Background: an optimization exercise with open tools, aiming at small area, a short achievable clock period and few clock cycles. Do not read the settings as production practice. RTL that was checked went through simulation tests only; none was proved equivalent to the original. The RTL of runs 3 to 6 was laid out without a check of its function. Power is estimated from default activity; no workload was simulated.

==> design/flow/config.mk <==
export PLATFORM = sky130hd
export DESIGN_NAME = Mips_Processor
export DESIGN_NICKNAME = Mips_Processor
export VERILOG_FILES = /design/flow/design.v
export SDC_FILE = /design/flow/constraint.sdc
export NUM_CORES = 4
export LEC_CHECK = 0
export CAP_MARGIN = 20
export CORE_MARGIN = 2
export CORE_UTILIZATION = 40
export PLACE_DENSITY = 0.6
export SLEW_MARGIN = 20
==> design/flow/constraint.sdc <==
create_clock -name core_clock -period 11.0 [get_ports {clk}]
set_input_delay 2.2000 -clock core_clock [delete_from_list [all_inputs] [get_ports {clk}]]
set_output_delay 2.2000 -clock core_clock [all_outputs]
set_load 0.01 [all_outputs]
==> design/flow/design.v <==
module Mips_Processor (
    input             clk,
    input             rst,
    output     [15:0] mem_addr,
    output            mem_wr,
    output     [15:0] mem_wdata,
    input      [15:0] mem_rdata,
    output reg        wb_we,
    output reg [3:0]  wb_rd,
    output reg [15:0] wb_data
);
    localparam OP_ADD  = 4'd0,  OP_ADDM = 4'd1,  OP_SUB = 4'd2,  OP_ADDI = 4'd3;
    localparam OP_MUL  = 4'd4,  OP_AND  = 4'd5,  OP_SHL = 4'd6,  OP_LW   = 4'd7;
    localparam OP_LWI  = 4'd8,  OP_SW   = 4'd9,  OP_SWI = 4'd10, OP_CLR  = 4'd11;
    localparam OP_LI   = 4'd12, OP_CMP  = 4'd13, OP_BNE = 4'd14, OP_J    = 4'd15;
    function writes_reg(input [3:0] op);
        writes_reg = (op == OP_ADD) || (op == OP_ADDM) || (op == OP_SUB) || (op == OP_ADDI) ||
                     (op == OP_AND) || (op == OP_SHL) || (op == OP_LW) || (op == OP_LWI) ||
                     (op == OP_CLR) || (op == OP_LI);
    endfunction
    function uses_ba(input [3:0] op);
        uses_ba = (op == OP_ADDM) || (op == OP_LW) || (op == OP_LWI) || (op == OP_SW) || (op == OP_SWI);
    endfunction
    function is_load(input [3:0] op);
        is_load = (op == OP_ADDM) || (op == OP_LW) || (op == OP_LWI);
    endfunction
    function b_is_reg(input [3:0] op);
        b_is_reg = (op == OP_ADD) || (op == OP_SUB) || (op == OP_MUL) || (op == OP_AND) || (op == OP_CMP);
    endfunction
    function real_rd(input [3:0] r);
        real_rd = (r != 4'd0) && (r != 4'd9) && (r != 4'd12) && (r != 4'd13);
    endfunction
    function is_hilo(input [3:0] r);
        is_hilo = (r == 4'd12) || (r == 4'd13);
    endfunction
    function [20:0] ks20(input [19:0] a, input [19:0] b, input cin);
        reg [19:0] g, p, gg, pp;
        integer i, d;
        begin
            g = a & b;
            p = a ^ b;
            gg = g;
            pp = p;
            gg[0] = g[0] | (p[0] & cin);
            for (d = 1; d < 20; d = d * 2)
                for (i = 19; i >= d; i = i - 1) begin
                    gg[i] = gg[i] | (pp[i] & gg[i - d]);
                    pp[i] = pp[i] & pp[i - d];
                end
            ks20 = {gg[19], p ^ {gg[18:0], cin}};
        end
    endfunction
    reg  [15:0] pc, tgt;
    reg         tsel;
    reg         d_valid;
    reg  [15:0] d_ir;
    reg         d_ba, d_rd1, d_rd2, d_isbne, d_hl;
    reg         e_valid;
    reg  [3:0]  e_rd;
    reg  [15:0] e_v1, e_v2, e_imm;
    reg         e_fm1, e_fw1, e_fm2, e_fw2;
    reg         e_fwd;           
    reg         e_ldr;           
    reg         e_sub, e_breg, e_s_and, e_s_shl, e_s_imm, e_cmp, e_mul, e_bne;
    reg         e_mem, e_sw, e_two, e_ld, e_addm, e_wr;
    reg         m_valid, m_port, m_wr, m_ph1, m_swi;
    reg         m_asel;          
    reg         m_two, m_ld, m_addm, m_wrr;
    reg  [3:0]  m_rd;
    reg  [15:0] m_res, m_s;
    reg  [3:0]  sr;              
    reg  [15:0] hi, lo, mcand;
    reg  [17:0] mcand3;          
    reg  [2:0]  mcnt;
    reg  [15:0] x1, x2, x3, x4, x5, x6, x7, x8, x10, x11, x14, x15;
    reg         rst_q;           
    wire freeze = m_ph1;        
    wire [15:0] fa   = tsel ? tgt : pc;
    assign mem_addr  = m_asel ? m_res : fa;
    assign mem_wr    = m_wr;
    assign mem_wdata = m_s;
    wire [20:0] m_sum    = ks20({4'd0, m_addm ? m_s : 16'd0}, {4'd0, mem_rdata}, 1'b0);
    wire [15:0] m_result = (m_ld || m_addm) ? m_sum[15:0] : m_res;
    wire [15:0] f1 = e_fm1 ? m_res : (e_fw1 ? wb_data : e_v1);
    wire [15:0] f2 = e_fm2 ? m_res : (e_fw2 ? wb_data : e_v2);
    wire [15:0] e_b   = e_breg ? f2 : e_imm;
    wire [20:0] e_ks  = ks20({4'd0, f1}, {4'd0, e_sub ? ~e_b : e_b}, e_sub);
    wire [16:0] e_sum = {e_ks[16], e_ks[15:0]};
    wire        e_eq  = (f1 == f2);
    wire [15:0] e_shl = (e_imm[7:4] != 4'd0) ? 16'd0 : (f1 << e_imm[3:0]);
    wire [3:0]  e_sr  = {e_eq, e_sum[15], e_sum[16], (f1[15] != f2[15]) && (e_sum[15] != f1[15])};
    wire [15:0] e_res = e_s_and ? (f1 & f2) :
                        e_s_shl ? e_shl :
                        e_s_imm ? e_imm :
                        e_cmp   ? {e_sr, 12'd0} : e_sum[15:0];
    wire e_cmpv = e_valid && e_cmp;
    wire [20:0] mcand3_n = ks20({4'd0, f1}, {3'd0, f1, 1'b0}, 1'b0);
    wire e_mulv = e_valid && e_mul;
    wire [3:0]  d_op  = d_ir[15:12];
    wire [3:0]  d_r1  = d_ba ? 4'd10 : d_ir[11:8];
    wire [3:0]  d_r2  = d_ba ? d_ir[11:8] : d_ir[7:4];
    wire [15:0] d_sx  = {{8{d_ir[7]}}, d_ir[7:0]};
    wire [15:0] d_sx2 = {d_sx[14:0], 1'b0};
    reg  [15:0] d_imm;
    always @* begin
        case (d_op)
            OP_ADDM, OP_LW, OP_LI: d_imm = d_sx2;
            OP_CLR:                d_imm = 16'd0;
            default:               d_imm = d_sx;
        endcase
    end
    wire [3:0]  d_dest = (d_op == OP_CMP) ? 4'd9 : d_ir[11:8];
    wire        d_fwd  = (writes_reg(d_op) && !is_load(d_op) && real_rd(d_ir[11:8])) || (d_op == OP_CMP);
    function [15:0] rf_rd(input [3:0] r);
        case (r)
            4'd1:    rf_rd = x1;
            4'd2:    rf_rd = x2;
            4'd3:    rf_rd = x3;
            4'd4:    rf_rd = x4;
            4'd5:    rf_rd = x5;
            4'd6:    rf_rd = x6;
            4'd7:    rf_rd = x7;
            4'd8:    rf_rd = x8;
            4'd9:    rf_rd = {sr, 12'd0};
            4'd10:   rf_rd = x10;
            4'd11:   rf_rd = x11;
            4'd12:   rf_rd = hi;
            4'd13:   rf_rd = lo;
            4'd14:   rf_rd = x14;
            4'd15:   rf_rd = x15;
            default: rf_rd = 16'd0;
        endcase
    endfunction
    wire        wb_real = wb_we && real_rd(wb_rd);
    wire [15:0] d_ra    = (wb_real && wb_rd == d_ir[11:8]) ? wb_data : rf_rd(d_ir[11:8]);
    wire [15:0] d_rb    = (wb_real && wb_rd == d_ir[7:4]) ? wb_data : rf_rd(d_ir[7:4]);
    wire [15:0] d_ba_v  = (wb_we && wb_rd == 4'd10) ? wb_data : x10;
    wire m_wreal  = m_valid && m_wrr && real_rd(m_rd);
    wire load_use = e_valid && e_ldr && ((d_rd1 && d_r1 == e_rd) || (d_rd2 && d_r2 == e_rd));
    wire mul_busy = e_mulv || (mcnt != 3'd0);
    wire hilo_use = mul_busy && d_hl;
    wire stall_d  = load_use || hilo_use;
    wire d_adv    = d_valid && !freeze && !stall_d;
    wire d_bne    = d_valid && d_isbne;
    wire mis_e    = e_valid && e_bne && sr[3] && !freeze;
    wire mis_d    = d_bne && !e_cmpv && sr[3] && !freeze && !mis_e;
    wire [15:0] pcp2   = fa + 16'd2;
    wire [3:0]  f_op   = mem_rdata[15:12];
    wire [20:0] f_ks   = ks20({12'd0, pcp2[8:1]}, {12'd0, mem_rdata[7:0]}, 1'b0);
    wire [9:0]  f_lo   = {f_ks[8:0], pcp2[0]};
    wire [6:0]  f_hi0  = pcp2[15:9];
    wire [6:0]  f_hip  = pcp2[15:9] + 7'd1;
    wire [6:0]  f_him  = pcp2[15:9] - 7'd1;
    wire        f_s0   = (f_lo[9] == mem_rdata[7]);
    wire        f_sp   = f_lo[9] && !mem_rdata[7];
    wire        f_sm   = !f_lo[9] && mem_rdata[7];
    wire [6:0]  f_hi   = ({7{f_s0}} & f_hi0) | ({7{f_sp}} & f_hip) | ({7{f_sm}} & f_him);
    wire [15:0] f_btgt = {f_hi, f_lo[8:0]};
    wire        take   = !m_port && (!d_valid || d_adv) && !mis_d && !mis_e;
    wire        f_ba   = uses_ba(f_op);
    wire        f_rd1  = (f_op != OP_LI) && (f_op != OP_CLR) && (f_op != OP_BNE) && (f_op != OP_J);
    wire        f_rd2  = b_is_reg(f_op) || (f_op == OP_ADDM) || (f_op == OP_SW) || (f_op == OP_SWI);
    wire        f_hl   = (f_rd1 && !f_ba && is_hilo(mem_rdata[11:8])) ||
                         (f_rd2 && is_hilo(f_ba ? mem_rdata[11:8] : mem_rdata[7:4]));
    function [17:0] mpick(input [1:0] dgt);
        mpick = ({18{dgt == 2'd1}} & {2'b00, mcand}) |
                ({18{dgt == 2'd2}} & {1'b0, mcand, 1'b0}) |
                ({18{dgt == 2'd3}} & mcand3);
    endfunction
    wire [19:0] mul_x = {4'd0, hi};
    wire [19:0] mul_y = {2'd0, mpick(lo[1:0])};
    wire [19:0] mul_z = {mpick(lo[3:2]), 2'd0};
    wire [19:0] mul_s = mul_x ^ mul_y ^ mul_z;
    wire [19:0] mul_c = (mul_x & mul_y) | (mul_x & mul_z) | (mul_y & mul_z);
    wire [20:0] mul_k = ks20(mul_s, {mul_c[18:0], 1'b0}, 1'b0);
    wire [19:0] mul_p = mul_k[19:0];
    always @(posedge clk) begin
        rst_q <= rst;
        if (rst_q || (wb_we && wb_rd == 4'd1))  x1  <= rst_q ? 16'd0 : wb_data;
        if (rst_q || (wb_we && wb_rd == 4'd2))  x2  <= rst_q ? 16'd0 : wb_data;
        if (rst_q || (wb_we && wb_rd == 4'd3))  x3  <= rst_q ? 16'd0 : wb_data;
        if (rst_q || (wb_we && wb_rd == 4'd4))  x4  <= rst_q ? 16'd0 : wb_data;
        if (rst_q || (wb_we && wb_rd == 4'd5))  x5  <= rst_q ? 16'd0 : wb_data;
        if (rst_q || (wb_we && wb_rd == 4'd6))  x6  <= rst_q ? 16'd0 : wb_data;
        if (rst_q || (wb_we && wb_rd == 4'd7))  x7  <= rst_q ? 16'd0 : wb_data;
        if (rst_q || (wb_we && wb_rd == 4'd8))  x8  <= rst_q ? 16'd0 : wb_data;
        if (rst_q || (wb_we && wb_rd == 4'd10)) x10 <= rst_q ? 16'd0 : wb_data;
        if (rst_q || (wb_we && wb_rd == 4'd11)) x11 <= rst_q ? 16'd0 : wb_data;
        if (rst_q || (wb_we && wb_rd == 4'd14)) x14 <= rst_q ? 16'd0 : wb_data;
        if (rst_q || (wb_we && wb_rd == 4'd15)) x15 <= rst_q ? 16'd0 : wb_data;
        if (rst) begin
            pc <= 16'd0;
            tsel <= 1'b0;
            d_valid <= 1'b0;
            e_valid <= 1'b0;
            m_valid <= 1'b0;
            m_port <= 1'b0;
            m_asel <= 1'b0;
            m_wr <= 1'b0;
            m_ph1 <= 1'b0;
            wb_we <= 1'b0;
            sr <= 4'd0;
            hi <= 16'd0;
            lo <= 16'd0;
            mcnt <= 3'd0;
        end else begin
            wb_we   <= m_valid && m_wrr && !freeze;
            wb_rd   <= m_rd;
            wb_data <= m_result;
            if (e_mulv && !freeze) begin
                hi    <= 16'd0;
                lo    <= f2;
                mcand <= f1;
                mcand3 <= mcand3_n[17:0];
                mcnt  <= 3'd4;
            end else if (mcnt != 3'd0) begin
                {hi, lo} <= {mul_p, lo[15:4]};
                mcnt <= mcnt - 3'd1;
            end
            if (freeze) begin
                m_ph1   <= 1'b0;
                m_res   <= mem_rdata;
                m_wr    <= m_swi;
                m_asel  <= 1'b1;
                e_v1    <= f1;
                e_v2    <= f2;
                e_fw1   <= 1'b0;
                e_fw2   <= 1'b0;
            end else begin
                m_valid <= e_valid;
                m_rd    <= e_rd;
                m_res   <= e_res;
                m_s     <= f2;
                m_port  <= e_valid && e_mem;
                m_asel  <= e_valid && e_mem;
                m_wr    <= e_valid && e_sw;
                m_ph1   <= e_valid && e_two;
                m_two   <= e_two;
                m_swi   <= e_two && !e_wr;
                m_ld    <= e_ld;
                m_addm  <= e_addm;
                m_wrr   <= e_wr;
                if (e_cmpv)
                    sr <= e_sr;
                e_valid <= d_adv && !mis_e && (!d_bne || e_cmpv);
                e_rd    <= d_dest;
                e_fwd   <= d_fwd;
                e_ldr   <= is_load(d_op) && real_rd(d_ir[11:8]);
                e_v1    <= d_bne ? pc : (d_ba ? d_ba_v : d_ra);    
                e_v2    <= d_ba ? d_ra : d_rb;
                e_imm   <= d_imm;
                e_fm1   <= e_valid && e_fwd && (e_rd == d_r1);
                e_fm2   <= e_valid && e_fwd && (e_rd == d_r2);
                e_fw1   <= m_wreal && (m_rd == d_r1);
                e_fw2   <= m_wreal && (m_rd == d_r2);
                e_sub   <= (d_op == OP_SUB) || (d_op == OP_CMP);
                e_breg  <= b_is_reg(d_op);
                e_s_and <= (d_op == OP_AND);
                e_s_shl <= (d_op == OP_SHL);
                e_s_imm <= (d_op == OP_CLR) || (d_op == OP_LI);
                e_cmp   <= (d_op == OP_CMP);
                e_mul   <= (d_op == OP_MUL);
                e_bne   <= (d_op == OP_BNE);
                e_mem   <= d_ba;
                e_sw    <= (d_op == OP_SW);
                e_two   <= (d_op == OP_LWI) || (d_op == OP_SWI);
                e_ld    <= (d_op == OP_LW) || (d_op == OP_LWI);
                e_addm  <= (d_op == OP_ADDM);
                e_wr    <= writes_reg(d_op);
            end
            if (mis_e) begin
                pc <= e_v1;
                tsel <= 1'b0;
                d_valid <= 1'b0;
            end else if (mis_d) begin
                tsel <= 1'b0;
                d_valid <= 1'b0;
            end else if (take) begin
                if (f_op == OP_J) begin
                    pc <= {pcp2[15:13], mem_rdata[11:0], 1'b0};
                    tsel <= 1'b0;
                    d_valid <= 1'b0;
                end else begin
                    pc <= pcp2;
                    tsel <= (f_op == OP_BNE);
                    if (f_op == OP_BNE)
                        tgt <= f_btgt;
                    d_valid <= 1'b1;
                    d_ir <= mem_rdata;
                    d_ba <= f_ba;
                    d_rd1 <= f_rd1;
                    d_rd2 <= f_rd2;
                    d_isbne <= (f_op == OP_BNE);
                    d_hl <= f_hl;
                end
            end else if (d_adv) begin
                d_valid <= 1'b0;
            end
        end
    end
endmodule
==> design/flow/flow/run.sh <==
#!/bin/bash
# Standard layout with extra make settings: a tighter timing-repair target,
# and the settings listed on the make line below.
set -euo pipefail
bash standard.sh 'SETUP_SLACK_MARGIN=7.5' 'BUFFER_PORTS_ARGS=-buffer_cell sky130_fd_sc_hd__buf_4' finish > flow_make.log 2>&1
==> design/flow/standard.sh <==
#!/bin/bash
# synth_recipe.tcl (not shown) runs the flow's synth.tcl, then flattens the netlist and writes it again
# the make line also repeats each setting of config.mk as NAME=value (left out here)
make -C /OpenROAD-flow-scripts/flow DESIGN_CONFIG=/design/flow/config.mk WORK_HOME=/design/flow/orfs CLKGATE_MAP_FILE= SYNTH_SCRIPT=/design/flow/synth_recipe.tcl "${@:-finish}"
==> out/qor.yml, run 1 <==
cts-hold-fix-buffers: 0
synth.largest_area_cell: "edfxtp_1"
drv_slew: 0
ant_nets: 0
drt_wl_total_mm: 123
finish.utilization: 0.506
synth_ff_type: "edfxtp_1"
gp_congestion: 0.984
powerDensity_nw_per_um2: 226
min_to: "m_addm"
rsz0062_at_grt: "true"
drt_iter0_markers: 3661
clk_pin_slew_worst_paths_ns: 0.06
io_pins: 72
hold_path_class: "register to register"
crit_path_start_kind: "register"
fin_crit_sh: 0.377
firstDrtPassIters: 10
area_growth_pct: 25.7
layout_min_cycle_time_ns: 4.14
cts_tree: "yes"
drive_gt1_frac: 0.268
setup_violations: 0
yosysSeqAreaShare: 0.450
placementRows: 98
core_sq_um: 71400
h-tree-depth: 2
setup_tns_ns: 0
gr-total-overflow: 0
synth_top_area_share: 0.404
cts.sinks: 452
initial_core_util: 0.403
vias: 26078
ys_types: 105
hold_viol_final: 0
cap_viol_max_count: 0
critPathCaptureType: "primary output"
slew-limit-headroom: 0.237
async_reset_ff_frac: 0
reg2reg_from: "tsel"
final_cell_mix: "edfxtp_1 (387), buf_4 (281), nand2_1 (257), nor2_1 (164), a22oi_1 (110)"
numCtsBuffers: 52
finalPower_mw: 8.18
worstMarginPinSlew_ns: 1.14
worst-r2r-setup-slack_ns: 7.22
avgSynthCellArea_sq_um: 10.3
rr_worst_depth: 22
ys_ff_latch: 452
dieArea_sq_um: 74000
synth_area_sq_um: 28700
antenna_found_initial: 6
status: "timing/DRC/antenna clean"
final_common_cell: "edfxtp_1"
die_height_microns: 272
irDropWorstVdd_mv: 0.160
p_leak_nw: 13.4
worstReg2RegEnd: "tgt[7]"
grt_pass1_vias: 24412
syn_inst: 2797
wl_per_cell_microns: 30.4
place_area_sq_um: 30700
postLayoutCellArea_sq_um: 36100
grt_pass1_wl_mm: 172
cp_max_fo: 6
clock.fmax_ghz: 0.241
worstSkewPairLatency_ns: 0.64
ys_top_cells_by_area: "edfxtp_1 (40%), dfxtp_1 (4.5%), ha_1 (4.4%)"
synth_edf_count: 387
hold_path_depth: 0
finalNetCount: 3190
required_ns: 8.80
via_per_inst: 6.45
clock-root-buffer: "clkbuf_16"
diodes: 0
path_class: "register to primary output"
clock_skew_ns: 0.0330
grt_max_degree: 77
cts_buffer_depth: 3
die_w_microns: 272
portBuffers: 71
drc: 0
gr-usage-all-layers: 0.317
cp.arrival_ns: 1.94
min_from: "e_addm"
ys_warn_count: 1
syn_nets: 2936
hpwl_mm: 80.5
[what timing repair did]
item | in CTS | in global routing
resized for setup | 191 | 193
setup endpoints to repair | 155 | 130
buffers inserted | 153 | 72
cloned | 2 | 2
pin swaps | 75 | 100
[flip-flops by register name, indices dropped and copies added (netlist names), 15 cells and up]
name,flops
x15,16
x11,16
d_ir,16
mcand3,18
x10,16
pc,16
tgt,16
e_v2,16
lo,16
e_v1,16
x8,16
x4,16
x2,16
x6,16
x3,16
x5,16
m_res,16
x7,16
mcand,15
x14,16
hi,16
wb_data,16
m_s,16
x1,16
[metrics by stage]
stage	hold slack, ns	worst slack [ns]	std cells
floorplan	0.400	6.61	2797
global placement	0.405	6.24	3718
detailed placement	0.415	6.23	3718
CTS	0.423	6.84	3971
global route	0.430	6.83	4045
finish	0.426	6.86	4045
[worst max-delay path, stage by stage (launching register included)]
cell	delay (ns)
dfxtp_4	0.36
buf_12	0.13
buf_12	0.13
mux2_4	0.30
mux2_4	0.27
buf_6	0.12
[logic make-up (layout without fill, tap and decap cells)]
group	after synthesis	in the layout	share of synthesized area
DFF	452	452	0.450
xor gates and xnor gates	106	106	0.0339
buffers and inverters	284	581	0.0403
muxes	190	190	0.0732
adders and majority gates	122	122	0.0580
AOI/OAI and AO/OA	821	821	0.202
and+or+nand+nor	822	823	0.143
[where the power goes]
group	total [mW]	switching, mW	internal [mW]
sequential	2.53	0.315	2.22
clock	1.83	0.780	1.05
combinational	3.81	2.19	1.63
[final cells by class]
type,count,area (sq um)
well taps,950,1190
fillers,6317,35200
clock buffers,65,1430
multi-input cells,2062,16400
inverters,106,458
clock inverters,33,353
repair buffers,377,3410
flip-flops and latches,452,12900
[layer usage]
metal  vias up  global-route usage  routed length [microns]
met3       405              0.0709                    13200
met5         -                   0                       36
met2      1664               0.480                    53300
met4         6               0.169                     7960
met1     12801               0.423                    48500
li1      11202                   -                        -
[synth_stat cells, drive strengths merged, types with 33 or more instances]
cell type  count
edfxtp       387
nand2        263
nor2         176
o21ai        151
clkbuf       120
a22oi        114
mux2i        114
a21oi        112
inv          103
ha           102
nand3         75
xnor2         74
a22o          68
mux2          68
dfxtp         65
buf           58
a211oi        55
nor2b         51
a221oi        48
nor3          42
and2          39
o211ai        39
and3          37
a31oi         36
nand2b        33
[how the worst max path moves through the flow]
stage,start,endpoint,slack [ns]
floorplan,mem_rdata[0],tgt[14],6.61
global placement,mem_rdata[0],tgt[12],6.24
detailed placement,mem_rdata[0],tgt[12],6.23
CTS,tsel,mem_addr[13],6.84
global route,tsel,mem_addr[0],6.83
finish,tsel,mem_addr[0],6.86
Testbench counts, summed over its fixed seeds: cycles 23,254.
==> run 2: changes to the inputs <==
==> design/flow/flow/run.sh (replaced) <==
#!/bin/bash
# Standard layout with extra make settings: a tighter timing-repair target,
# and the settings listed on the make line below.
set -euo pipefail
bash standard.sh 'SETUP_SLACK_MARGIN=7' 'BUFFER_PORTS_ARGS=-buffer_cell sky130_fd_sc_hd__buf_4' finish > flow_make.log 2>&1
==> run 2 against run 1 <==
  * Register-to-register slack got worse by 0.08 ns
  * Highest routed layer is now met4
  * Non-clock buffer count shrank 148
  * Wire length fell by 4.7%
  * Critical path type unchanged
  * Clock skew grew 0.0028 ns
  * Still clean
  * First-iteration DRC count shrank 1.5%
==> out/qor.yml, run 2 <==
antenna_found_initial: 2  # -4
placedCellCount: 3722  # +0.11%
h-tree-depth: 2  # unchanged
setup_violations: 0  # unchanged
cp_cell_sequence: "buf_12 > mux2_4 > mux2_4 > buf_6"
gp_congestion: 0.997  # +1.3%
fin_crit_sh: 0.374  # -0.00315
firstDrtPassIters: 7  # -3
core_sq_um: 71400  # unchanged
io_pins: 72  # unchanged
clock-root-buffer: "clkbuf_16"
largest_reg_flops: 18  # unchanged
synth_top_area_share: 0.404  # unchanged
vias: 25270  # -3.1%
via_per_inst: 6.48  # +0.58%
synth.most_common_cell: "edfxtp_1"
cpLargestDelayFamily: "multiplexers"
syn_inst: 2797  # unchanged
finalNetCount: 3041  # -4.7%
async_reset_ff_frac: 0  # unchanged
clock_skew_ns: 0.0358  # +0.00283 ns
ys_top_cells_by_area: "edfxtp_1 (40%), dfxtp_1 (4.5%), ha_1 (4.4%)"
cp.arrival_ns: 1.91  # -0.03 ns
status: "timing/DRC/antenna clean"
ys_ff_latch: 452  # unchanged
drt_iter0_markers: 3607  # -1.5%
fill_cells: 6601  # +4.5%
clk_pin_slew_worst_paths_ns: 0.07  # about the same
hold_path_class: "register to register"
synth_edf_count: 387  # unchanged
grt_pass1_wl_mm: 167  # -2.7%
crit_path_start_kind: "register"
slew-limit-headroom: 0.148  # -0.0889
synthTopCellsByCount: "edfxtp_1 (387), nand2_1 (263), nor2_1 (176)"
area_growth_pct: 16.6
synth_ff_type: "edfxtp_1"
dieArea_sq_um: 74000  # unchanged
rsz0062_at_grt: "true"
die_w_microns: 272  # unchanged
ys_warn_count: 1  # unchanged
final_cell_mix: "edfxtp_1 (387), nand2_1 (259), buf_4 (208), nor2_1 (166), o21ai_0 (119)"
worst-r2r-setup-slack_ns: 7.14  # -0.08 ns
postLayoutCellArea_sq_um: 33500  # -7.3%
worstSkewPairLatency_ns: 0.64  # about the same
drv_slew: 0  # unchanged
grt_max_degree: 77  # unchanged
critPathCaptureType: "primary output"
placementRows: 98  # unchanged
yosysSeqAreaShare: 0.450  # unchanged
numCtsBuffers: 51  # -1.9%
portBuffers: 71  # unchanged
irDropWorstVdd_mv: 0.150  # -6.4%
critPathMaxStageDelay_ns: 0.40  # +0.04 ns
ant_nets: 0  # unchanged
initial_core_util: 0.403  # unchanged
wl_per_cell_microns: 30.1  # -1.1%
die_height_microns: 272  # unchanged
cts.sinks: 452  # unchanged
drt_wl_total_mm: 117  # -4.7%
cap_viol_max_count: 0  # unchanged
regMostFlops: "mcand3"
cts_buffer_depth: 3  # unchanged
finalPower_mw: 7.44  # -9.1%
cp_max_fo: 7  # +1
required_ns: 8.80  # about the same
clock.fmax_ghz: 0.243  # +0.84%
hpwl_mm: 81.1  # +0.84%
synth.largest_area_cell: "edfxtp_1"
layout_min_cycle_time_ns: 4.11  # -0.0347 ns
gr-usage-all-layers: 0.307  # -0.0104
ys_types: 105  # unchanged
path_class: "register to primary output"
place_area_sq_um: 30700  # -0.16%
p_leak_nw: 12.4  # -7.7%
avgSynthCellArea_sq_um: 10.3  # unchanged
final_common_cell: "edfxtp_1"
syn_nets: 2936  # unchanged
drc: 0  # unchanged
synth_area_sq_um: 28700  # unchanged
cpMostUsedCell: "mux2_4"
hold_viol_final: 0  # unchanged
drive_gt1_frac: 0.180  # -0.0889
worstMarginPinSlew_ns: 1.28  # +0.138 ns
cts_tree: "yes"
slowest_stage: "dfxtp_4"
finalNonFillerCells: 3897  # -3.7%
gr-total-overflow: 0  # unchanged
powerDensity_nw_per_um2: 222  # -1.9%
grt_pass1_vias: 24053  # -1.5%
path_buf_inv: 2  # -1
setup_tns_ns: 0  # unchanged
==> run 2: cells by family after synthesis <==
family,after synthesis,share of synthesized area
adders and majority gates,122,0.0580
muxes,190,0.0732
DFF,452,0.450
xor gates and xnor gates,106,0.0339
buffers and inverters,284,0.0403
AOI/OAI and AO/OA,821,0.202
and+or+nand+nor,822,0.143
==> run 2: power by group <==
group          internal, mW  total (mW)  leakage, nW  switching, mW
Sequential             2.22        2.56         4.38          0.344
Combinational          1.21        3.11         7.19           1.90
Clock                 0.986        1.77        0.829          0.784
Total                  4.42        7.44         12.4           3.02
==> run 2: path summary, 6_finish.rpt <==
path	startpoint	end	cells past startpoint
max	tsel	mem_addr[13]	4
min	e_addm	m_addm	0
max reg2reg	e_fw2	m_res[14]	15
min reg2reg	e_addm	m_addm	0
==> run 2: area by class of cell <==
type	instances	area (sq um)	area share
flip-flops and latches	452	12900	0.386
multi-input cells	2062	15300	0.458
clock inverters	36	348	0.0104
well taps	950	1190	0.0355
diodes	2	5.00	0.000149
repair buffers	229	1880	0.0561
clock buffers	60	1380	0.0413
inverters	106	433	0.0129
==> run 2: worst register-to-register path, stage by stage (launching register included) <==
cell and delay [ns]:
edfxtp_1 0.39, buf_4 0.15, mux2i_1 0.10, o21ai_0 0.34, buf_4 0.27, a21oi_1 0.10
xnor2_1 0.17, ha_1 0.40, a21o_1 0.18, a21o_1 0.16, a211oi_1 0.29, o21ai_0 0.14
a41o_2 0.28, xor2_4 0.20, o221ai_1 0.31, a21oi_1 0.10
==> run 2: timing repair <==
item	4_1_cts	5_1_grt
hold buffers	0	0
pin swaps	11	10
setup endpoints to repair	65	60
cloned	2	1
setup buffers	35	39
resized for setup	59	48
endpoints found under the hold margin	0	0
==> run 2: metrics by stage <==
step | setup WS, ns | hold WS, ns | util
floorplan | 6.61 | 0.400 | -
global placement | 6.22 | 0.407 | 0.429
detailed placement | 6.23 | 0.408 | 0.430
CTS | 6.88 | 0.419 | 0.462
global route | 6.84 | 0.428 | 0.469
finish | 6.89 | 0.416 | 0.469
==> run 2: layer usage <==
metal / wire length [microns] / track usage / up-vias
met1: 47300 / 0.415 / 12412
met5: 0 / 0 / -
met4: 7110 / 0.158 / 0
met3: 12100 / 0.0610 / 366
met2: 50700 / 0.467 / 1576
li1: - / - / 10916
==> run 3: changes to the inputs <==
--- a/design/flow/design.v
+++ b/design/flow/design.v
@@ -64,7 +64,7 @@
     reg         e_sub, e_breg, e_s_and, e_s_shl, e_s_imm, e_cmp, e_mul, e_bne;
     reg         e_mem, e_sw, e_two, e_ld, e_addm, e_wr;
     reg         m_valid, m_port, m_wr, m_ph1, m_swi;
-    reg         m_asel;          
+    reg         m_asel, a_t, a_p;
     reg         m_two, m_ld, m_addm, m_wrr;
     reg  [3:0]  m_rd;
     reg  [15:0] m_res, m_s;
@@ -76,7 +76,7 @@
     reg         rst_q;           
     wire freeze = m_ph1;        
     wire [15:0] fa   = tsel ? tgt : pc;
-    assign mem_addr  = m_asel ? m_res : fa;
+    assign mem_addr  = ({16{m_asel}} & m_res) | ({16{a_t}} & tgt) | ({16{a_p}} & pc);
     assign mem_wr    = m_wr;
     assign mem_wdata = m_s;
     wire [20:0] m_sum    = ks20({4'd0, m_addm ? m_s : 16'd0}, {4'd0, mem_rdata}, 1'b0);
@@ -151,12 +151,13 @@
     wire [6:0]  f_hi0  = pcp2[15:9];
     wire [6:0]  f_hip  = pcp2[15:9] + 7'd1;
     wire [6:0]  f_him  = pcp2[15:9] - 7'd1;
-    wire        f_s0   = (f_lo[9] == mem_rdata[7]);
-    wire        f_sp   = f_lo[9] && !mem_rdata[7];
-    wire        f_sm   = !f_lo[9] && mem_rdata[7];
-    wire [6:0]  f_hi   = ({7{f_s0}} & f_hi0) | ({7{f_sp}} & f_hip) | ({7{f_sm}} & f_him);
+    wire [6:0]  f_hic  = mem_rdata[7] ? f_hi0 : f_hip;     
+    wire [6:0]  f_hin  = mem_rdata[7] ? f_him : f_hi0;     
+    wire [6:0]  f_hi   = ({7{f_lo[9]}} & f_hic) | ({7{!f_lo[9]}} & f_hin);
     wire [15:0] f_btgt = {f_hi, f_lo[8:0]};
     wire        take   = !m_port && (!d_valid || d_adv) && !mis_d && !mis_e;
+    wire        tsel_n = !mis_e && !mis_d && (take ? (f_op == OP_BNE) : tsel);
+    wire        masel_n = freeze || (e_valid && e_mem);
     wire        f_ba   = uses_ba(f_op);
     wire        f_rd1  = (f_op != OP_LI) && (f_op != OP_CLR) && (f_op != OP_BNE) && (f_op != OP_J);
     wire        f_rd2  = b_is_reg(f_op) || (f_op == OP_ADDM) || (f_op == OP_SW) || (f_op == OP_SWI);
@@ -196,6 +197,8 @@
             m_valid <= 1'b0;
             m_port <= 1'b0;
             m_asel <= 1'b0;
+            a_t <= 1'b0;
+            a_p <= 1'b1;
             m_wr <= 1'b0;
             m_ph1 <= 1'b0;
             wb_we <= 1'b0;
@@ -221,7 +224,6 @@
                 m_ph1   <= 1'b0;
                 m_res   <= mem_rdata;
                 m_wr    <= m_swi;
-                m_asel  <= 1'b1;
                 e_v1    <= f1;
                 e_v2    <= f2;
                 e_fw1   <= 1'b0;
@@ -232,7 +234,6 @@
                 m_res   <= e_res;
                 m_s     <= f2;
                 m_port  <= e_valid && e_mem;
-                m_asel  <= e_valid && e_mem;
                 m_wr    <= e_valid && e_sw;
                 m_ph1   <= e_valid && e_two;
                 m_two   <= e_two;
@@ -268,6 +269,9 @@
                 e_addm  <= (d_op == OP_ADDM);
                 e_wr    <= writes_reg(d_op);
             end
+            m_asel <= masel_n;
+            a_t    <= !masel_n && tsel_n;
+            a_p    <= !masel_n && !tsel_n;
             if (mis_e) begin
                 pc <= e_v1;
                 tsel <= 1'b0;
==> run 3 against run 2 <==
  * Still clean on timing, DRC and antenna
  * Worst setup slack improved by 0.085 ns
  * Sequential power shrank 9.8%
  * Critical endpoint is now tgt[14]
  * Die area down 2.8%
  * Fmax increased by 2.1%
  * Combinational power is 44% lower
  * Largest cell class unchanged
  * Via count hardly changed
  * Total power shrank 20%
  * Global-route usage up 0.61 points
  * Count of clock-buffer cells in the layout is 8 higher
==> out/qor.yml, run 3 <==
status: "timing/DRC/antenna clean"
ys_types: 97  # -7.6%
cts_buffer_depth: 3  # unchanged
powerDensity_nw_per_um2: 180  # -19%
whs_ns: 0.423  # +0.00773 ns
critPathCaptureType: "register"
synth_edf_count: 387  # unchanged
path_class: "input pin to register"
grt_max_degree: 73  # -5.2%
finalNetCount: 2998  # -1.4%
cp_max_fo: 5  # -2
setup_violations: 0  # unchanged
gr-usage-all-layers: 0.313  # +0.00606
hpwl_mm: 79.9  # -1.6%
required_ns: 11.36  # +2.56 ns
synthTopCellsByCount: "edfxtp_1 (387), nand2_1 (268), nor2_1 (204)"
finalNonFillerCells: 3839  # -1.5%
clock.fmax_ghz: 0.249  # +2.1%
setup_slack_ns: 6.98  # +0.0854 ns
gr-total-overflow: 0  # unchanged
min_from: "e_addm"
final_common_cell: "edfxtp_1"
final_cell_mix: "edfxtp_1 (387), nand2_1 (264), buf_4 (222), nor2_1 (187), a21oi_1 (130)"
die_w_microns: 268  # -1.4%
hold_path_class: "register to register"
placementRows: 96  # -2.0%
layout_min_cycle_time_ns: 4.02  # -0.0854 ns
cts_tree: "yes"
dp_slack_ns: 6.14  # -0.0862 ns
drv_slew: 0  # unchanged
cts.sinks: 454  # +0.44%
worstMarginPinSlew_ns: 1.26  # -0.0206 ns
portBuffers: 71  # unchanged
synth.largest_area_cell: "edfxtp_1"
ys_ff_latch: 454  # +0.44%
ys_top_cells_by_area: "edfxtp_1 (42%), dfxtp_1 (4.8%), ha_1 (4.4%)"
h-tree-depth: 2  # unchanged
core_sq_um: 68800  # -3.6%
fin_crit_sh: 0.366  # -0.00777
synth.most_common_cell: "edfxtp_1"
gp_congestion: 0.991  # -0.63%
reg2reg_from: "wb_data[14]"
regMostFlops: "mcand3"
synth_ff_type: "edfxtp_1"
ys_warn_count: 1  # unchanged
crit_path_start_kind: "input pin"
wl_per_cell_microns: 30.0  # -0.32%
setup_tns_ns: 0  # unchanged
grt_pass1_wl_mm: 164  # -2.0%
drt_wl_total_mm: 115  # -1.8%
synth_area_sq_um: 27900  # -2.8%
ant_nets: 0  # unchanged
p_seq_frac: 0.390  # +0.045
clock_skew_ns: 0.0673  # +0.0314 ns
cp-startpoint: "mem_rdata[0]"
initial_core_util: 0.406  # +0.00316
rsz0062_at_grt: "true"
drive_gt1_frac: 0.181  # +0.00138
p_int_mw: 3.86  # -12%
clock-root-buffer: "clkbuf_16"
syn_inst: 2734  # -2.3%
irDropWorstVdd_mv: 0.129  # -14%
synth_top_area_share: 0.416  # +0.0116
die_height_microns: 268  # -1.4%
dieArea_sq_um: 72000  # -2.8%
avgSynthCellArea_sq_um: 10.2  # -0.56%
grt_pass1_vias: 23871  # -0.76%
worstSkewPairLatency_ns: 0.66  # +0.02 ns
p_clk_frac: 0.317  # +0.079
cap_viol_max_count: 0  # unchanged
combPwrFrac: 0.293  # -0.125
firstDrtPassIters: 7  # unchanged
antenna_found_initial: 4  # +2
cp.arrival_ns: 4.38  # +2.47 ns
numCtsBuffers: 52  # +2.0%
p_sw_mw: 2.05  # -32%
clk_pin_slew_worst_paths_ns: 0.06  # about the same
switching_share: 0.347  # -0.0594
hold_viol_final: 0  # unchanged
largest_reg_flops: 18  # unchanged
p_leak_nw: 12.2  # -1.6%
drc: 0  # unchanged
yosysSeqAreaShare: 0.464  # +0.0144
via_per_inst: 6.59  # +1.6%
placedCellCount: 3644  # -2.1%
io_pins: 72  # unchanged
async_reset_ff_frac: 0  # unchanged
vias: 25293  # +0.091%
drt_iter0_markers: 4080  # +13%
slew-limit-headroom: 0.159  # +0.0106
area_growth_pct: 17.4
syn_nets: 2870  # -2.2%
## run 3: worst paths after layout
kind	endpoint	slack, ns	depth (start not counted)
min reg2reg	m_addm	0.42	0
max	tgt[14]	6.98	12
max reg2reg	m_res[12]	7.02	13
min	m_addm	0.42	0
## run 3: metal layers
metal,track usage,up-vias,part of all wire
li1,-,10729,-
met1,0.425,12365,0.38
met2,0.464,1813,0.43
met3,0.0785,382,0.13
met4,0.155,4,0.058
met5,0,-,0.00020
## run 3: power by group through the flow
stage	Clock, mW	Sequential, mW	Combinational, mW
4_1_cts	1.89	2.30	1.61
2_1_floorplan	0	2.21	1.03
6_report	1.88	2.31	1.73
3_3_place_gp	0	2.37	1.47
3_5_place_dp	0	2.37	1.49
5_1_grt	1.96	2.31	1.84
## run 3: logic make-up (layout without fill, tap and decap cells)
| family | Yosys count | in the layout | synth area share |
|---|---|---|---|
| AND/OR/NAND/NOR | 799 | 799 | 0.134 |
| AO/OA/AOI/OAI | 826 | 826 | 0.206 |
| buffers and inverters | 266 | 438 | 0.0394 |
| multiplexers | 167 | 167 | 0.0661 |
| XOR/XNOR | 103 | 103 | 0.0323 |
| flip-flops | 454 | 454 | 0.464 |
| other | 0 | 2 | 0 |
| adder cells (fa/ha/maj) | 119 | 119 | 0.0583 |
## run 3: through the flow
stage	instance area, sq um	util	power [mW]
after floorplan	28100	-	3.24
after global placement	29700	0.432	3.84
after detailed placement	29800	0.432	3.86
after CTS	32200	0.468	5.79
after global routing	32800	0.476	6.10
final	32800	0.477	5.92
## run 3: worst max-delay path, cell delays in order
cell	delay, ns
buf_12	0.11
ha_4	0.16
fa_2	0.35
a21o_1	0.19
a21oi_2	0.16
o21bai_1	0.10
a2111o_1	0.45
nand2_4	0.12
nand2_1	0.11
mux2i_1	0.19
nand2_1	0.09
xnor2_1	0.13
## run 3: layout make-up
class / count / area [sq um]
fillers: 6366 / 36000
multi-input cells: 2014 / 14500
flip-flops and latches: 454 / 13000
repair buffers: 237 / 1910
clock buffers: 68 / 1420
well taps: 931 / 1160
clock inverters: 30 / 428
inverters: 103 / 408
diodes: 2 / 5.00
## run 3: repair_timing
| action | in CTS | in global routing |
|---|---|---|
| buffers inserted | 62 | 30 |
| hold buffers | 0 | 0 |
| endpoints found under the setup margin | 85 | 58 |
| pin swaps | 15 | 31 |
| cloned | 0 | 2 |
| resized for setup | 34 | 68 |
==> run 4: changes to the inputs <==
--- a/design/flow/config.mk
+++ b/design/flow/config.mk
@@ -8,5 +8,6 @@
 export CAP_MARGIN = 20
 export CORE_MARGIN = 2
 export CORE_UTILIZATION = 40
+export CTS_BUF_LIST = sky130_fd_sc_hd__clkbuf_4
 export PLACE_DENSITY = 0.6
 export SLEW_MARGIN = 20
==> run 4 against run 3 <==
  * Still clean on timing, DRC and antenna
  * Fmax is 7.0% lower
  * Core utilization decreased by 0.27 points
  * Total power down 5.2%
  * Synthesized cell count did not move
  * Critical endpoint is now mem_addr[13]
  * Highest routed layer unchanged
==> out/qor.yml, run 4 <==
status: "timing/DRC/antenna clean"
clock_skew_ns: 0.0855  # +0.0183 ns
irDropWorstVdd_mv: 0.0977  # -24%
finalNetCount: 3076  # +2.6%
hpwl_mm: 79.9  # unchanged
syn_inst: 2734  # unchanged
hold_path_class: "register to register"
drt_wl_total_mm: 116  # +0.39%
synthSimpleGateAreaFrac: 0.134  # unchanged
vias: 25836  # +2.1%
hold_viol_final: 0  # unchanged
synth_top_family_by_area: "compound AO/OA/AOI/OAI gates"
synth.most_common_cell: "edfxtp_1"
slowest_stage: "a222oi_1"
synthAdderAreaFrac: 0.0583  # unchanged
grt_pass1_vias: 24641  # +3.2%
fill_cells: 6420  # +0.85%
cpLargestDelayFamily: "compound AO/OA/AOI/OAI gates"
setup_slack_ns: 6.67  # -0.303 ns
cts_buffer_depth: 3  # unchanged
setup_violations: 0  # unchanged
cap_viol_max_count: 0  # unchanged
numCtsBuffers: 120  # +130%
critPathCaptureType: "primary output"
path_buf_inv: 2  # +1
portBuffers: 71  # unchanged
cts.sinks: 454  # unchanged
grt_max_degree: 73  # unchanged
slew-limit-headroom: 0.133  # -0.0256
ys_types: 97  # unchanged
firstDrtPassIters: 10  # +3
yosysSeqAreaShare: 0.464  # unchanged
drc: 0  # unchanged
synth-xor-area-share: 0.0323  # unchanged
clock.fmax_ghz: 0.231  # -7.0%
initial_core_util: 0.406  # unchanged
synth.largest_area_cell: "edfxtp_1"
synthTopCellsByCount: "edfxtp_1 (387), nand2_1 (268), nor2_1 (204)"
drive_gt1_frac: 0.209  # +0.0284
drt_iter0_markers: 4045  # -0.86%
die_height_microns: 268  # unchanged
h-tree-depth: 3  # +1
worst-r2r-setup-slack_ns: 7.05  # +0.03 ns
synthMuxAreaShare: 0.0661  # unchanged
cts_tree: "yes"
largest_reg_flops: 18  # unchanged
ys_top_cells_by_area: "edfxtp_1 (42%), dfxtp_1 (4.8%), ha_1 (4.4%)"
setup_tns_ns: 0  # unchanged
final_cell_mix: "edfxtp_1 (387), nand2_1 (264), buf_4 (234), nor2_1 (187), clkbuf_4 (172)"
syn_nets: 2870  # unchanged
gr-total-overflow: 0  # unchanged
die_w_microns: 268  # unchanged
io_pins: 72  # unchanged
placementRows: 96  # unchanged
core_sq_um: 68800  # unchanged
synth_top_area_share: 0.416  # unchanged
synth_ff_type: "edfxtp_1"
path_class: "register to primary output"
final_common_cell: "edfxtp_1"
powerDensity_nw_per_um2: 172  # -4.6%
area_growth_pct: 16.7
gr-usage-all-layers: 0.315  # +0.00254
clk_pin_slew_worst_paths_ns: 0.07  # about the same
synth_compound_area_frac: 0.206  # unchanged
cp.arrival_ns: 2.13  # -2.25 ns
drv_slew: 0  # unchanged
grt_pass1_wl_mm: 165  # +0.82%
avgSynthCellArea_sq_um: 10.2  # unchanged
antenna_found_initial: 6  # +2
via_per_inst: 6.49  # -1.4%
gp_congestion: 0.991  # unchanged
fin_crit_sh: 0.393  # +0.0275
synth_edf_count: 387  # unchanged
clock-root-buffer: "clkbuf_4"
critPathMaxStageDelay_ns: 0.49  # +0.04 ns
worstMarginPinSlew_ns: 1.30  # +0.0382 ns
ant_nets: 0  # unchanged
rsz0062_at_grt: "true"
crit_path_start_kind: "register"
worstSkewPairLatency_ns: 0.94  # +0.28 ns
ys_ff_latch: 454  # unchanged
layout_min_cycle_time_ns: 4.33  # +0.303 ns
placedCellCount: 3644  # unchanged
async_reset_ff_frac: 0  # unchanged
cp_max_fo: 2  # -3
p_leak_nw: 12.3  # +0.73%
synth_area_sq_um: 27900  # unchanged
ys_warn_count: 1  # unchanged
cp_cell_sequence: "a222oi_1 > inv_1 > buf_6"
dp_slack_ns: 6.14  # unchanged
required_ns: 8.80  # -2.56 ns
wl_per_cell_microns: 29.0  # -3.1%
regMostFlops: "mcand3"
dieArea_sq_um: 72000  # unchanged
finalNonFillerCells: 3979  # +3.6%
run 4: cell counts after synthesis:
Identical to the previous run, type by type.
run 4: worst register-to-register path: cells and delay by family (launching register included):
kind                     cells  cell delay (ns)
flip-flops                   1             0.41
AO/OA/AOI/OAI                8             1.64
multiplexers                 2             0.31
XOR/XNOR                     1             0.18
AND/OR/NAND/NOR              2             0.55
adder cells (fa/ha/maj)      1             0.42
buffers and inverters        2             0.30
run 4: path summary, 6_finish.rpt:
| check | cells past startpoint | end | startpoint |
|---|---|---|---|
| worst max-delay path | 3 | mem_addr[13] | m_res[13] |
| worst min-delay path | 0 | m_ld | e_ld |
| worst min register to register | 0 | m_ld | e_ld |
| worst max register to register | 16 | m_res[13] | e_fw2 |
run 4: power breakdown:
| part | total (mW) | leakage (nW) | switching (mW) | internal (mW) |
|---|---|---|---|---|
| Combinational | 1.75 | 6.96 | 1.08 | 0.668 |
| Clock | 1.56 | 0.941 | 0.767 | 0.798 |
| Sequential | 2.30 | 4.40 | 0.205 | 2.09 |
run 4: logic make-up after synthesis:
kind of cell / Yosys count
xor gates and xnor gates: 103
DFF: 454
muxes: 167
and+or+nand+nor: 799
adders and majority gates: 119
buffers and inverters: 266
AOI/OAI and AO/OA: 826
run 4: area by class of cell:
class | count | area, sq um | share of cell area
diodes | 6 | 15.0 | 0.000460
clock buffers | 172 | 1290 | 0.0396
clock inverters | 52 | 314 | 0.00963
inverters | 103 | 405 | 0.0124
multi-input cells | 2014 | 14500 | 0.444
flip-flops and latches | 454 | 13000 | 0.398
well taps | 931 | 1160 | 0.0357
repair buffers | 247 | 1960 | 0.0600
run 4: timing repair:
item | 4_1_cts | 5_1_grt
setup endpoints to repair | 98 | 74
pin swaps | 9 | 30
gates resized for setup | 28 | 71
setup buffers | 65 | 37
gates cloned | 0 | 1
hold buffers | 0 | 0
run 4: metal layers:
layer | track usage | up-vias | wire length, microns
met1 | 0.420 | 12586 | 44600
li1 | - | 10979 | -
met5 | 0 | - | 48
met2 | 0.459 | 1845 | 49100
met4 | 0.182 | 6 | 6990
met3 | 0.0875 | 420 | 14900
run 4: metrics by stage:
stage,power [mW],util,hold WS (ns),area (sq um)
after floorplan,3.24,-,0.400,28100
after global placement,3.84,0.432,0.409,29700
after detailed placement,3.86,0.432,0.415,29800
after CTS,5.49,0.464,0.430,32000
after global routing,5.83,0.474,0.434,32600
final,5.61,0.474,0.426,32600
==> run 5: changes to the inputs <==
--- a/design/flow/config.mk
+++ b/design/flow/config.mk
@@ -7,7 +7,6 @@
 export LEC_CHECK = 0
 export CAP_MARGIN = 20
 export CORE_MARGIN = 2
-export CORE_UTILIZATION = 40
-export CTS_BUF_LIST = sky130_fd_sc_hd__clkbuf_4
-export PLACE_DENSITY = 0.6
+export CORE_UTILIZATION = 55
+export PLACE_DENSITY = 0.7
 export SLEW_MARGIN = 20
==> run 5 against run 4 <==
  * Still clean
  * Combinational power is 2% lower
  * Total power increased by 3.4%
  * Via count down 2.0%
  * Clock power is 14% higher
  * Register-to-register slack lost 0.05 ns
  * First-iteration DRC count increased by 5.1%
  * Sequential share of layout area rose by 0.48 points
  * Die area fell by 27%
  * Core utilization rose by 17 points
  * Global-route usage grew 9.8 points
  * Wire length shrank 3.4%
  * Critical endpoint is now tgt[14]
==> out/qor.yml, run 5 <==
worstMarginPinSlew_ns: 1.31  # +0.0193 ns
cp_max_fo: 4  # +2
rr_worst_depth: 10  # -6
gr-usage-all-layers: 0.413  # +0.0978
cp-endpoint: "tgt[14]"
dieArea_sq_um: 52600  # -27%
drive_gt1_frac: 0.173  # -0.0364
drt_iter0_markers: 4251  # +5.1%
crit_path_start_kind: "input pin"
synth_area_sq_um: 27900  # unchanged
drv_slew: 0  # unchanged
synth_edf_count: 387  # unchanged
antenna_found_initial: 4  # -2
cts_buffer_depth: 3  # unchanged
worst-r2r-setup-slack_ns: 7.00  # -0.05 ns
powerDensity_nw_per_um2: 180  # +4.7%
dp_slack_ns: 6.16  # +0.0224 ns
required_ns: 11.35  # +2.55 ns
setup_violations: 0  # unchanged
area_growth_pct: 15.3
ys_top_cells_by_area: "edfxtp_1 (42%), dfxtp_1 (4.8%), ha_1 (4.4%)"
largest_reg_flops: 18  # unchanged
path_class: "input pin to register"
async_reset_ff_frac: 0  # unchanged
grt_pass1_vias: 23725  # -3.7%
cts.sinks: 454  # unchanged
gp_congestion: 1.02  # +3.3%
cts_tree: "yes"
drt_wl_total_mm: 112  # -3.4%
critPathCaptureType: "register"
finish.utilization: 0.642  # +0.168
wl_per_cell_microns: 31.3  # +7.7%
synth_ff_type: "edfxtp_1"
irDropWorstVdd_mv: 0.178  # +83%
die_w_microns: 229  # -15%
core_sq_um: 50200  # -27%
status: "timing/DRC/antenna clean"
yosysSeqAreaShare: 0.464  # unchanged
grt_pass1_wl_mm: 159  # -3.7%
initial_core_util: 0.557  # +0.151
die_height_microns: 229  # -15%
h-tree-depth: 2  # -1
avgSynthCellArea_sq_um: 10.2  # unchanged
hold_path_class: "register to register"
clk_pin_slew_worst_paths_ns: 0.06  # about the same
drc: 0  # unchanged
reg2reg_from: "d_ir[9]"
synthTopCellsByCount: "edfxtp_1 (387), nand2_1 (268), nor2_1 (204)"
via_per_inst: 7.10  # +9.3%
io_pins: 72  # unchanged
regMostFlops: "mcand3"
ys_warn_count: 1  # unchanged
rsz0062_at_grt: "true"
final_common_cell: "edfxtp_1"
numCtsBuffers: 51  # -57%
fin_crit_sh: 0.372  # -0.0214
clock-root-buffer: "clkbuf_16"
gr-total-overflow: 0  # unchanged
ys_types: 97  # unchanged
layout_min_cycle_time_ns: 4.09  # -0.235 ns
syn_nets: 2870  # unchanged
cp-startpoint: "mem_rdata[0]"
portBuffers: 71  # unchanged
worstSkewPairLatency_ns: 0.61  # -0.33 ns
syn_inst: 2734  # unchanged
setup_tns_ns: 0  # unchanged
hpwl_mm: 78.3  # -2.0%
setup_slack_ns: 6.91  # +0.235 ns
ys_ff_latch: 454  # unchanged
synth_top_area_share: 0.416  # unchanged
grt_max_degree: 73  # unchanged
finalNetCount: 2992  # -2.7%
cap_viol_max_count: 0  # unchanged
hold_viol_final: 0  # unchanged
worstReg2RegEnd: "e_v1[13]"
p_leak_nw: 12.1  # -1.8%
firstDrtPassIters: 9  # -1
clock_skew_ns: 0.0178  # -0.0678 ns
cp.arrival_ns: 4.44  # +2.31 ns
finalPower_mw: 5.80  # +3.4%
clock.fmax_ghz: 0.244  # +5.7%
synth.largest_area_cell: "edfxtp_1"
ant_nets: 0  # unchanged
vias: 25330  # -2.0%
slew-limit-headroom: 0.121  # -0.0125
synth.most_common_cell: "edfxtp_1"
placementRows: 82  # -15%
final_cell_mix: "edfxtp_1 (387), nand2_1 (266), buf_4 (216), nor2_1 (187), a21oi_1 (129)"
## run 5: worst min-delay path by stage
| stage | from | to | cells after the start |
|---|---|---|---|
| after global placement | e_ld | m_ld | 0 |
| after floorplan | e_addm | m_addm | 0 |
| after CTS | e_addm | m_addm | 0 |
| after global routing | e_addm | m_addm | 0 |
| final | e_addm | m_addm | 0 |
| after detailed placement | e_addm | m_addm | 0 |
## run 5: kinds of logic (layout without fill, tap and decap cells)
group           after synthesis  after routing  synth area share
compound gates              826            826             0.206
simple gates                799            799             0.134
flops                       454            454             0.464
buf+inv                     266            428            0.0394
mux                         167            167            0.0661
fa+ha+maj                   119            119            0.0583
xor+xnor                    103            103            0.0323
other cells                   0              1                 0
## run 5: stage by stage
stage | instance area (sq um) | hold slack, ns | cells
2_1_floorplan | 28100 | 0.400 | 2734
3_3_place_gp | 29400 | 0.403 | 3384
3_5_place_dp | 29400 | 0.407 | 3385
4_1_cts | 31500 | 0.420 | 3521
5_1_grt | 32200 | 0.423 | 3568
6_report | 32200 | 0.423 | 3569
## run 5: what timing repair did
action,CTS,global route
resized for setup,32,70
setup endpoints to repair,45,49
hold buffers,0,0
setup buffers,43,44
pin swaps,13,31
cloned,0,1
## run 5: cell type report
| cell class | count | area, sq um |
|---|---|---|
| timing repair buffer | 232 | 1840 |
| clock inverter | 25 | 328 |
| antenna | 1 | 2.50 |
| inverter | 103 | 398 |
| tap | 672 | 841 |
| sequential | 454 | 13000 |
| multi-input combinational | 2014 | 14500 |
| clock buffer | 68 | 1370 |
| fill | 4021 | 18000 |
## run 5: report_power, final
group          internal [mW]  switching, mW
Combinational          0.658           1.06
Clock                   1.06          0.718
Sequential              2.09          0.217
## run 5: layer usage
| metal | wire length (microns) | GRT usage | up-vias |
|---|---|---|---|
| met5 | 13 | 0 | - |
| met4 | 6350 | 0.195 | 2 |
| met3 | 16200 | 0.142 | 430 |
| met2 | 47800 | 0.613 | 1936 |
| met1 | 41300 | 0.544 | 12249 |
| li1 | - | - | 10713 |
## run 5: worst max-delay path, cell delays in order
cell and delay (ns):
buf_12 0.11, ha_4 0.16, fa_2 0.37, a21o_1 0.19, a21oi_2 0.16, o21bai_1 0.11
a2111o_1 0.45, nand2_4 0.12, nand3_2 0.10, o22ai_4 0.23, nand2_1 0.10, xnor2_1 0.13
==> run 6: changes to the inputs <==
--- a/design/flow/design.v
+++ b/design/flow/design.v
@@ -59,6 +59,7 @@
     reg  [3:0]  e_rd;
     reg  [15:0] e_v1, e_v2, e_imm;
     reg         e_fm1, e_fw1, e_fm2, e_fw2;
+    reg         e_fv1, e_fv2;    
     reg         e_fwd;           
     reg         e_ldr;           
     reg         e_sub, e_breg, e_s_and, e_s_shl, e_s_imm, e_cmp, e_mul, e_bne;
@@ -81,8 +82,8 @@
     assign mem_wdata = m_s;
     wire [20:0] m_sum    = ks20({4'd0, m_addm ? m_s : 16'd0}, {4'd0, mem_rdata}, 1'b0);
     wire [15:0] m_result = (m_ld || m_addm) ? m_sum[15:0] : m_res;
-    wire [15:0] f1 = e_fm1 ? m_res : (e_fw1 ? wb_data : e_v1);
-    wire [15:0] f2 = e_fm2 ? m_res : (e_fw2 ? wb_data : e_v2);
+    wire [15:0] f1 = ({16{e_fm1}} & m_res) | ({16{e_fw1}} & wb_data) | ({16{e_fv1}} & e_v1);
+    wire [15:0] f2 = ({16{e_fm2}} & m_res) | ({16{e_fw2}} & wb_data) | ({16{e_fv2}} & e_v2);
     wire [15:0] e_b   = e_breg ? f2 : e_imm;
     wire [20:0] e_ks  = ks20({4'd0, f1}, {4'd0, e_sub ? ~e_b : e_b}, e_sub);
     wire [16:0] e_sum = {e_ks[16], e_ks[15:0]};
@@ -140,6 +141,10 @@
     wire mul_busy = e_mulv || (mcnt != 3'd0);
     wire hilo_use = mul_busy && d_hl;
     wire stall_d  = load_use || hilo_use;
+    wire fm1_n = e_valid && e_fwd && (e_rd == d_r1);
+    wire fm2_n = e_valid && e_fwd && (e_rd == d_r2);
+    wire fw1_n = m_wreal && (m_rd == d_r1);
+    wire fw2_n = m_wreal && (m_rd == d_r2);
     wire d_adv    = d_valid && !freeze && !stall_d;
     wire d_bne    = d_valid && d_isbne;
     wire mis_e    = e_valid && e_bne && sr[3] && !freeze;
@@ -226,8 +231,12 @@
                 m_wr    <= m_swi;
                 e_v1    <= f1;
                 e_v2    <= f2;
+                e_fm1   <= 1'b0;
+                e_fm2   <= 1'b0;
                 e_fw1   <= 1'b0;
                 e_fw2   <= 1'b0;
+                e_fv1   <= 1'b1;
+                e_fv2   <= 1'b1;
             end else begin
                 m_valid <= e_valid;
                 m_rd    <= e_rd;
@@ -250,10 +259,12 @@
                 e_v1    <= d_bne ? pc : (d_ba ? d_ba_v : d_ra);    
                 e_v2    <= d_ba ? d_ra : d_rb;
                 e_imm   <= d_imm;
-                e_fm1   <= e_valid && e_fwd && (e_rd == d_r1);
-                e_fm2   <= e_valid && e_fwd && (e_rd == d_r2);
-                e_fw1   <= m_wreal && (m_rd == d_r1);
-                e_fw2   <= m_wreal && (m_rd == d_r2);
+                e_fm1   <= fm1_n;
+                e_fm2   <= fm2_n;
+                e_fw1   <= !fm1_n && fw1_n;
+                e_fw2   <= !fm2_n && fw2_n;
+                e_fv1   <= !fm1_n && !fw1_n;
+                e_fv2   <= !fm2_n && !fw2_n;
                 e_sub   <= (d_op == OP_SUB) || (d_op == OP_CMP);
                 e_breg  <= b_is_reg(d_op);
                 e_s_and <= (d_op == OP_AND);
--- a/design/flow/config.mk
+++ b/design/flow/config.mk
@@ -7,6 +7,6 @@
 export LEC_CHECK = 0
 export CAP_MARGIN = 20
 export CORE_MARGIN = 2
-export CORE_UTILIZATION = 55
-export PLACE_DENSITY = 0.7
+export CORE_UTILIZATION = 40
+export PLACE_DENSITY = 0.6
 export SLEW_MARGIN = 20
==> run 6 against run 5 <==
  * Largest power group unchanged
  * Combinational power about the same
  * Core utilization is 17 points lower
  * Sequential share of layout area fell by 0.76 points
  * Still clean on timing, DRC and antenna
  * Clock skew grew 0.026 ns
  * Flip-flop and latch count up 2
  * Global-route usage shrank 10 points
  * Clock power up 6%
  * Critical path depth decreased by 9
==> out/qor.yml, run 6 <==
via_per_inst: 6.52  # -8.2%
finalNetCount: 3015  # +0.77%
gr-total-overflow: 0  # unchanged
cts.sinks: 456  # +0.44%
avgSynthCellArea_sq_um: 10.2  # +0.29%
hold_path_class: "register to register"
critPathCaptureType: "primary output"
regMostFlops: "mcand3"
worstSkewPairLatency_ns: 0.64  # +0.03 ns
final_cell_mix: "edfxtp_1 (389), nand2_1 (267), buf_4 (237), nor2_1 (143), a22oi_1 (138)"
powerDensity_nw_per_um2: 179  # -0.40%
async_reset_ff_frac: 0  # unchanged
cts_tree: "yes"
fin_crit_sh: 0.374  # +0.00179
syn_nets: 2893  # +0.80%
placementRows: 97  # +18%
antenna_found_initial: 2  # -2
io_pins: 72  # unchanged
cts_buffer_depth: 3  # unchanged
hold_viol_final: 0  # unchanged
irDropWorstVdd_mv: 0.127  # -29%
status: "timing/DRC/antenna clean"
hpwl_mm: 81.6  # +4.2%
grt_pass1_vias: 23974  # +1.0%
h-tree-depth: 2  # unchanged
cp.arrival_ns: 1.91  # -2.53 ns
dieArea_sq_um: 72800  # +38%
slowest_stage: "a222oi_1"
setup_tns_ns: 0  # unchanged
synth_edf_count: 389  # +0.52%
gp_congestion: 0.990  # -3.3%
core_sq_um: 70000  # +40%
clock.fmax_ghz: 0.243  # -0.48%
p_leak_nw: 12.3  # +2.0%
drc: 0  # unchanged
portBuffers: 71  # unchanged
synth_top_area_share: 0.413  # -0.00255
clk_pin_slew_worst_paths_ns: 0.06  # about the same
ys_types: 95  # -2.1%
firstDrtPassIters: 7  # -2
cp_max_fo: 2  # -2
drt_wl_total_mm: 117  # +5.1%
drive_gt1_frac: 0.173  # about the same
slew-limit-headroom: 0.134  # +0.0135
ant_nets: 0  # unchanged
layout_min_cycle_time_ns: 4.11  # +0.0197 ns
cp_cell_sequence: "a222oi_1 > inv_1 > buf_4"
ys_ff_latch: 456  # +0.44%
critPathMaxStageDelay_ns: 0.57  # +0.12 ns
dp_slack_ns: 5.85  # -0.318 ns
crit_path_start_kind: "register"
setup_slack_ns: 6.89  # -0.0197 ns
initial_core_util: 0.403  # -0.153
numCtsBuffers: 54  # +5.9%
clock_skew_ns: 0.0438  # +0.0261 ns
grt_pass1_wl_mm: 167  # +4.9%
ys_top_cells_by_area: "edfxtp_1 (41%), dfxtp_1 (4.7%), ha_1 (4.4%)"
clock-root-buffer: "clkbuf_16"
required_ns: 8.80  # -2.55 ns
gr-usage-all-layers: 0.310  # -0.103
area_growth_pct: 16.8
vias: 25189  # -0.56%
wl_per_cell_microns: 30.3  # -3.0%
path_class: "register to primary output"
synth.largest_area_cell: "edfxtp_1"
die_height_microns: 270  # +18%
synth_ff_type: "edfxtp_1"
worstMarginPinSlew_ns: 1.29  # -0.0214 ns
yosysSeqAreaShare: 0.461  # -0.00309
syn_inst: 2757  # +0.84%
die_w_microns: 270  # +18%
synthTopCellsByCount: "edfxtp_1 (389), nand2_1 (269), o21ai_0 (148)"
rsz0062_at_grt: "true"
synth_area_sq_um: 28300  # +1.1%
grt_max_degree: 55  # -25%
synth.most_common_cell: "edfxtp_1"
drt_iter0_markers: 3882  # -8.7%
cap_viol_max_count: 0  # unchanged
setup_violations: 0  # unchanged
final_common_cell: "edfxtp_1"
drv_slew: 0  # unchanged
cts-hold-fix-buffers: 0  # unchanged
ys_warn_count: 1  # unchanged
largest_reg_flops: 18  # unchanged
==> run 6: changes by cell type after synthesis, sizes merged, moves of 19 or more <==
| cell | change |
|---|---|
| nor2 | -59 |
| a222oi | +28 |
| clkbuf | +20 |
| a22oi | +19 |
| mux2i | -28 |
==> run 6: per-stage QoR <==
stage / utilization / hold slack (ns) / instance area, sq um / cells / power (mW)
finish: 0.471 / 0.423 / 33000 / 3865 / 5.92
global route: 0.471 / 0.442 / 33000 / 3864 / 6.12
CTS: 0.467 / 0.426 / 32700 / 3848 / 5.85
detailed placement: 0.429 / 0.414 / 30000 / 3662 / 3.90
global placement: 0.429 / 0.412 / 30000 / 3661 / 3.89
floorplan: - / 0.400 / 28400 / 2757 / 3.28
==> run 6: power breakdown <==
group          internal [mW]  switching (mW)  total [mW]
registers               2.10           0.218        2.32
logic                  0.660            1.06        1.72
clock network           1.11           0.777        1.88
total                   3.87            2.05        5.92
==> run 6: final timing paths <==
check	end	slack (ns)	from	depth (start not counted)
worst max-delay path	mem_addr[1]	6.89	m_res[1]	3
worst min register to register	m_addm	0.42	e_addm	0
worst min-delay path	m_addm	0.42	e_addm	0
worst max register to register	m_res[15]	6.99	e_fv2	15
==> run 6: logic make-up after synthesis <==
group           share of synthesized area
flops                               0.461
mux                                0.0497
fa+ha+maj                          0.0577
xor+xnor                           0.0319
compound gates                      0.212
buf+inv                            0.0433
simple gates                        0.144
==> run 6: area by class of cell <==
class | count | area, sq um
diodes | 1 | 2.50
clock buffers | 72 | 1540
clock inverters | 29 | 314
fillers | 6424 | 37000
inverters | 115 | 440
multi-input cells | 1999 | 14500
flip-flops and latches | 456 | 13000
well taps | 940 | 1180
repair buffers | 251 | 1980
repair inverters | 2 | 12.5
==> run 6: critical path: cells and delay by family, from the launching register on <==
family          cells  cell delay [ns]
buf+inv             2             0.25
flops               1             0.46
compound gates      1             0.57
==> run 6: metal layers <==
metal  share of wire  routed length [microns]  track usage  vias up
li1                -                        -            -    10894
met1            0.38                    44900        0.399    12377
met2            0.46                    53500        0.498     1588
met3            0.11                    12600       0.0645      330
met4           0.053                     6220        0.149        0
met5               0                        0            0        -
==> run 6: what timing repair did <==
item	in CTS	in global routing
setup endpoints to repair	132	139
buffers inserted	84	15
gates resized for setup	27	47
pin swaps	38	23
endpoints found under the hold margin	0	0
gates cloned	1	1

-- separate check: timing with driven ports --
The flow's constraints put no driver on any port. The routed layouts listed below were extracted and timed again, unchanged, in two steps. Step 1: set_driving_cell puts a clkbuf_16 on clk and a buf_2 on each other input, an assumption about the parent block. Step 2 also shifts input and output timing later by t, the mid clock arrival at the registers, as if the neighbouring blocks saw the same clock. Three values: ideal ports, drivers, drivers and shift; two values: the first two.
run | t (ns) | setup slack, ns | hold slack, ns
run 1 | 0.686 | 6.856 / 6.789 / 6.265 | 0.426 / 0.426 / 0.426
run 2 | 0.691 | 6.891 / 6.826 / 6.343 | 0.416 / 0.416 / 0.416
run 3 | 0.698 | 6.976 / 6.935 / 6.298 | 0.423 / 0.423 / 0.423
run 4 | 0.963 | 6.673 / 6.611 / 6.117 | 0.426 / 0.426 / 0.426
run 5 | 0.661 | 6.908 / 6.871 / 6.259 | 0.423 / 0.423 / 0.423
run 6 | 0.681 | 6.889 / 6.824 / 6.270 | 0.423 / 0.423 / 0.423
After both steps setup and hold are still met in every run listed. For run 3, which loses most, drivers alone change the setup slack by -0.041 ns; drivers and shift together by -0.678 ns.
